Source: an optimization exercise on an open RTL-to-GDS flow (aim: small area and a short achievable clock period). Production flows keep margins and buffers that such runs may drop.
RTL that was checked went through simulation tests only; none was proved equivalent to the original.
Power is estimated from default activity; no workload was simulated.

==> flow/design.v (excerpt) <==
module convolution(
input        clk,
input [71:0] pixel_data_in,
input        pixel_data_valid_in,
output reg [7:0] convolved_data_out,
output reg   convolved_data_valid_out
);
==> module convolution, before the edit <==
module convolution(
input        clk,
input [71:0] pixel_data_in,
input        pixel_data_valid_in,
output reg [7:0] convolved_data_out,
output reg   convolved_data_valid_out
);
wire [7:0] p0 = pixel_data_in[7:0];
wire [7:0] p1 = pixel_data_in[15:8];
wire [7:0] p2 = pixel_data_in[23:16];
wire [7:0] p3 = pixel_data_in[31:24];
wire [7:0] p5 = pixel_data_in[47:40];
wire [7:0] p6 = pixel_data_in[55:48];
wire [7:0] p7 = pixel_data_in[63:56];
wire [7:0] p8 = pixel_data_in[71:64];
reg [8:0] a, b, c, d;
reg       valid1;
always @(posedge clk) begin
    a <= {1'b0, p0} - {1'b0, p8};
    b <= {1'b0, p6} - {1'b0, p2};
    c <= {1'b0, p3} - {1'b0, p5};
    d <= {1'b0, p1} - {1'b0, p7};
    valid1 <= pixel_data_valid_in;
end
wire [10:0] ae = {{2{a[8]}}, a};
wire [10:0] be = {{2{b[8]}}, b};
wire [10:0] ce = {{2{c[8]}}, c};
wire [10:0] de = {{2{d[8]}}, d};
reg [10:0] gx, gy;
reg        valid2;
always @(posedge clk) begin
    gx <= ae + be + {ce[9:0], 1'b0};
    gy <= ae - be + {de[9:0], 1'b0};
    valid2 <= valid1;
end
wire m64x = &gx[10:6] & ~|gx[5:0];
wire m64y = &gy[10:6] & ~|gy[5:0];
wire bigx = ~(&gx[10:6] | ~|gx[10:6]) | m64x;
wire bigy = ~(&gy[10:6] | ~|gy[10:6]) | m64y;
localparam [895:0] TX_TABLE = 896'h7efdfbf7ef9f3e7cf9f3e7af5ebd78f1e3c76edd3a74e5cb870ddbb66ad5a3466c98b060bd72d58ad5294e992a44480f9d3664b1420302800a308142c64d9d3e811244a993a954ad62d5cbd83062c99b468d5ab66eddc3872e5d3a74eddbc78f1e3d7af5ebe7cf9f3e7cf9fbf7efdfbf;
wire [6:0] tx = TX_TABLE[7*gx[6:0] +: 7];
wire [6:0] xy = gy[6:0] ^ {7{gy[10]}};
wire [7:0] cmp = {1'b0, xy} + {1'b0, ~tx} + {7'b0, gy[10]};
wire is_edge = bigx | bigy | cmp[7];
always @(posedge clk) begin
    convolved_data_out <= {8{is_edge}};
    convolved_data_valid_out <= valid2;
end
endmodule
==> flow/config.mk <==
export PLATFORM = sky130hd
export DESIGN_NAME = convolution
export DESIGN_NICKNAME = convolution
export VERILOG_FILES = /design/flow/design.v
export SDC_FILE = /design/flow/constraint.sdc
export NUM_CORES = 4
export LEC_CHECK = 0
export CAP_MARGIN = 20
export CORE_MARGIN = 2
export CORE_UTILIZATION = 40
export SETUP_SLACK_MARGIN = 3.3
export SLEW_MARGIN = 20
==> flow/constraint.sdc <==
create_clock -name core_clock -period 5.5 [get_ports {clk}]
set_input_delay 1.1000 -clock core_clock [delete_from_list [all_inputs] [get_ports {clk}]]
set_output_delay 1.1000 -clock core_clock [all_outputs]
set_load 0.01 [all_outputs]
standard.sh (not shown) runs the stock make flow with config.mk's settings and CLKGATE_MAP_FILE= SYNTH_SCRIPT=/design/flow/synth_recipe.tcl, a recipe that flattens the netlist after the stock synthesis.
==> flow/flow/run.sh <==
#!/bin/bash
# Own flow: the standard synthesis, then its combinational logic re-mapped by ABC (registers,
# their names and cell types kept exactly as the standard synthesis made them), the logic fed
# by the input ports mapped for a tighter delay than the rest, then the standard ORFS layout
# of that netlist with buf_1 cells as the port buffers.
set -euo pipefail
W=$PWD
R=orfs/results/sky130hd/convolution/base
YOSYS=$FLOW_HOME/../tools/install/yosys/bin/yosys
[ -x "$YOSYS" ] || YOSYS=yosys
LIB=$FLOW_HOME/platforms/sky130hd/lib/sky130_fd_sc_hd__tt_025C_1v80.lib
source flow/params.sh

bash standard.sh synth > std_synth.log 2>&1
cp $R/1_2_yosys.v std_netlist.v
DU=$(grep -o -- "-dont_use [^ ]*" orfs/logs/sky130hd/convolution/base/1_2_yosys.log | sort -u | tr '\n' ' ')
mv orfs orfs_std

abc_script() {
  printf "strash\nifraig\nscorr\ndc2\ndch -f\nmap -a\ntopo\nstrash\ndch -f\nmap -D $1\ntopo\nstrash\ndch -f\nmap -D $1\ntopo\n"
}
abc_script $D_IN > resynth_in.abc
abc_script $D_REST > resynth_rest.abc

cat > resynth.ys <<EOT
read_liberty -ignore_miss_func $LIB
blackbox sky130_fd_sc_hd__df* sky130_fd_sc_hd__conb_*
read_verilog std_netlist.v
hierarchy -top $FLOW_TOP
flatten
opt_clean -purge
techmap
opt -fast
select -set s1 w:pixel_data_in w:pixel_data_valid_in %u %co*:-sky130_fd_sc_hd__dfxtp_1[Q] t:sky130_fd_sc_hd__df* %d
setattr -set stage1 1 @s1
select -set s2 * a:stage1 %d t:sky130_fd_sc_hd__df* %d t:sky130_fd_sc_hd__conb* %d
abc -script $W/resynth_rest.abc -liberty $LIB $DU @s2
abc -script $W/resynth_in.abc -liberty $LIB $DU a:stage1
opt_clean -purge
hilomap -singleton -hicell sky130_fd_sc_hd__conb_1 HI -locell sky130_fd_sc_hd__conb_1 LO
splitnets
opt_clean -purge
stat -liberty $LIB
write_verilog -noattr -noexpr -nohex -nodec resynth.v
EOT
$YOSYS -s resynth.ys > resynth.log 2>&1

bash standard.sh SYNTH_NETLIST_FILES=$W/resynth.v \
  BUFFER_PORTS_ARGS="-buffer_cell sky130_fd_sc_hd__buf_1" finish > flow_layout.log 2>&1
==> flow/flow/params.sh <==
D_IN=900
D_REST=1500
The starting point completed without violations.
Edit:
--- a/flow/design.v
+++ b/flow/design.v
@@ -25,24 +25,26 @@
 wire [10:0] ae = {{2{a[8]}}, a};
 wire [10:0] be = {{2{b[8]}}, b};
 wire [10:0] ce = {{2{c[8]}}, c};
 wire [10:0] de = {{2{d[8]}}, d};
-reg [10:0] gx, gy;
-reg        valid2;
+wire [10:0] gx = ae + be + {ce[9:0], 1'b0};
+wire [10:0] gy = ae - be + {de[9:0], 1'b0};
+wire bigx = ~(&gx[10:6] | ~|gx[10:6]) | (&gx[10:6] & ~|gx[5:0]);
+wire bigy = ~(&gy[10:6] | ~|gy[10:6]) | (&gy[10:6] & ~|gy[5:0]);
+reg [6:0] gx2, gy2;
+reg       big2;
+reg       valid2;
 always @(posedge clk) begin
-    gx <= ae + be + {ce[9:0], 1'b0};
-    gy <= ae - be + {de[9:0], 1'b0};
+    gx2 <= gx[6:0];
+    gy2 <= gy[6:0];
+    big2 <= bigx | bigy;
     valid2 <= valid1;
 end
-wire m64x = &gx[10:6] & ~|gx[5:0];
-wire m64y = &gy[10:6] & ~|gy[5:0];
-wire bigx = ~(&gx[10:6] | ~|gx[10:6]) | m64x;
-wire bigy = ~(&gy[10:6] | ~|gy[10:6]) | m64y;
 localparam [895:0] TX_TABLE = 896'h7efdfbf7ef9f3e7cf9f3e7af5ebd78f1e3c76edd3a74e5cb870ddbb66ad5a3466c98b060bd72d58ad5294e992a44480f9d3664b1420302800a308142c64d9d3e811244a993a954ad62d5cbd83062c99b468d5ab66eddc3872e5d3a74eddbc78f1e3d7af5ebe7cf9f3e7cf9fbf7efdfbf;
-wire [6:0] tx = TX_TABLE[7*gx[6:0] +: 7];
-wire [6:0] xy = gy[6:0] ^ {7{gy[10]}};
-wire [7:0] cmp = {1'b0, xy} + {1'b0, ~tx} + {7'b0, gy[10]};
-wire is_edge = bigx | bigy | cmp[7];
+wire [6:0] tx = TX_TABLE[7*gx2 +: 7];
+wire [6:0] xy = gy2 ^ {7{gy2[6]}};
+wire [7:0] cmp = {1'b0, xy} + {1'b0, ~tx} + {7'b0, gy2[6]};
+wire is_edge = big2 | cmp[7];
 always @(posedge clk) begin
     convolved_data_out <= {8{is_edge}};
     convolved_data_valid_out <= valid2;
 end
What happened:
- The changed run completed with no timing, DRC or antenna violations
- synthesized area goes up by about 0.9%
- total power drops by about 9%
- combinational power rises by about 5%
- setup slack is worse by 0.079 ns
- final area climbs by 9.8%
- via count increases by 14%
- flip-flop and latch count drops by 7
- worst hold slack is about the same
- global-route usage increases by 1.4 points
- wire length came out higher by 14%
- die area climbs by 0.87%
No functional check of the RTL was part of the second run of this note.

-- what the ideal ports hide --
No port has a modelled driver above. Below, the same layouts with a new extraction and two added sets of constraints.
Step 1, drivers: a clkbuf_16 drives clk and a buf_2 each remaining input, both assumed.
Step 2 times the ports against the registers' clock, not the clock port: input delays grow and output delays shrink by t, the midpoint of the rising clock arrivals with the driver on.
Slacks: ideal ports / drivers / drivers and shift; pairs: ideal ports / drivers.
run	t, ns	slack for setup (ns)	hold WS [ns]	clock arrival spread, ns	worst register clock-pin slew, ns
the first run	0.351	3.350 / 3.346 / 2.995	0.330 / 0.330 / 0.330	0.011 / 0.012	0.07 / 0.07
the second run	0.330	3.271 / 3.272 / 2.942	0.330 / 0.330 / 0.330	0.012 / 0.012	0.09 / 0.09
After both steps every run listed still meets setup and hold. The setup slack of the first run, which loses most, moves by -0.004 ns with the drivers and by -0.355 ns with both steps.
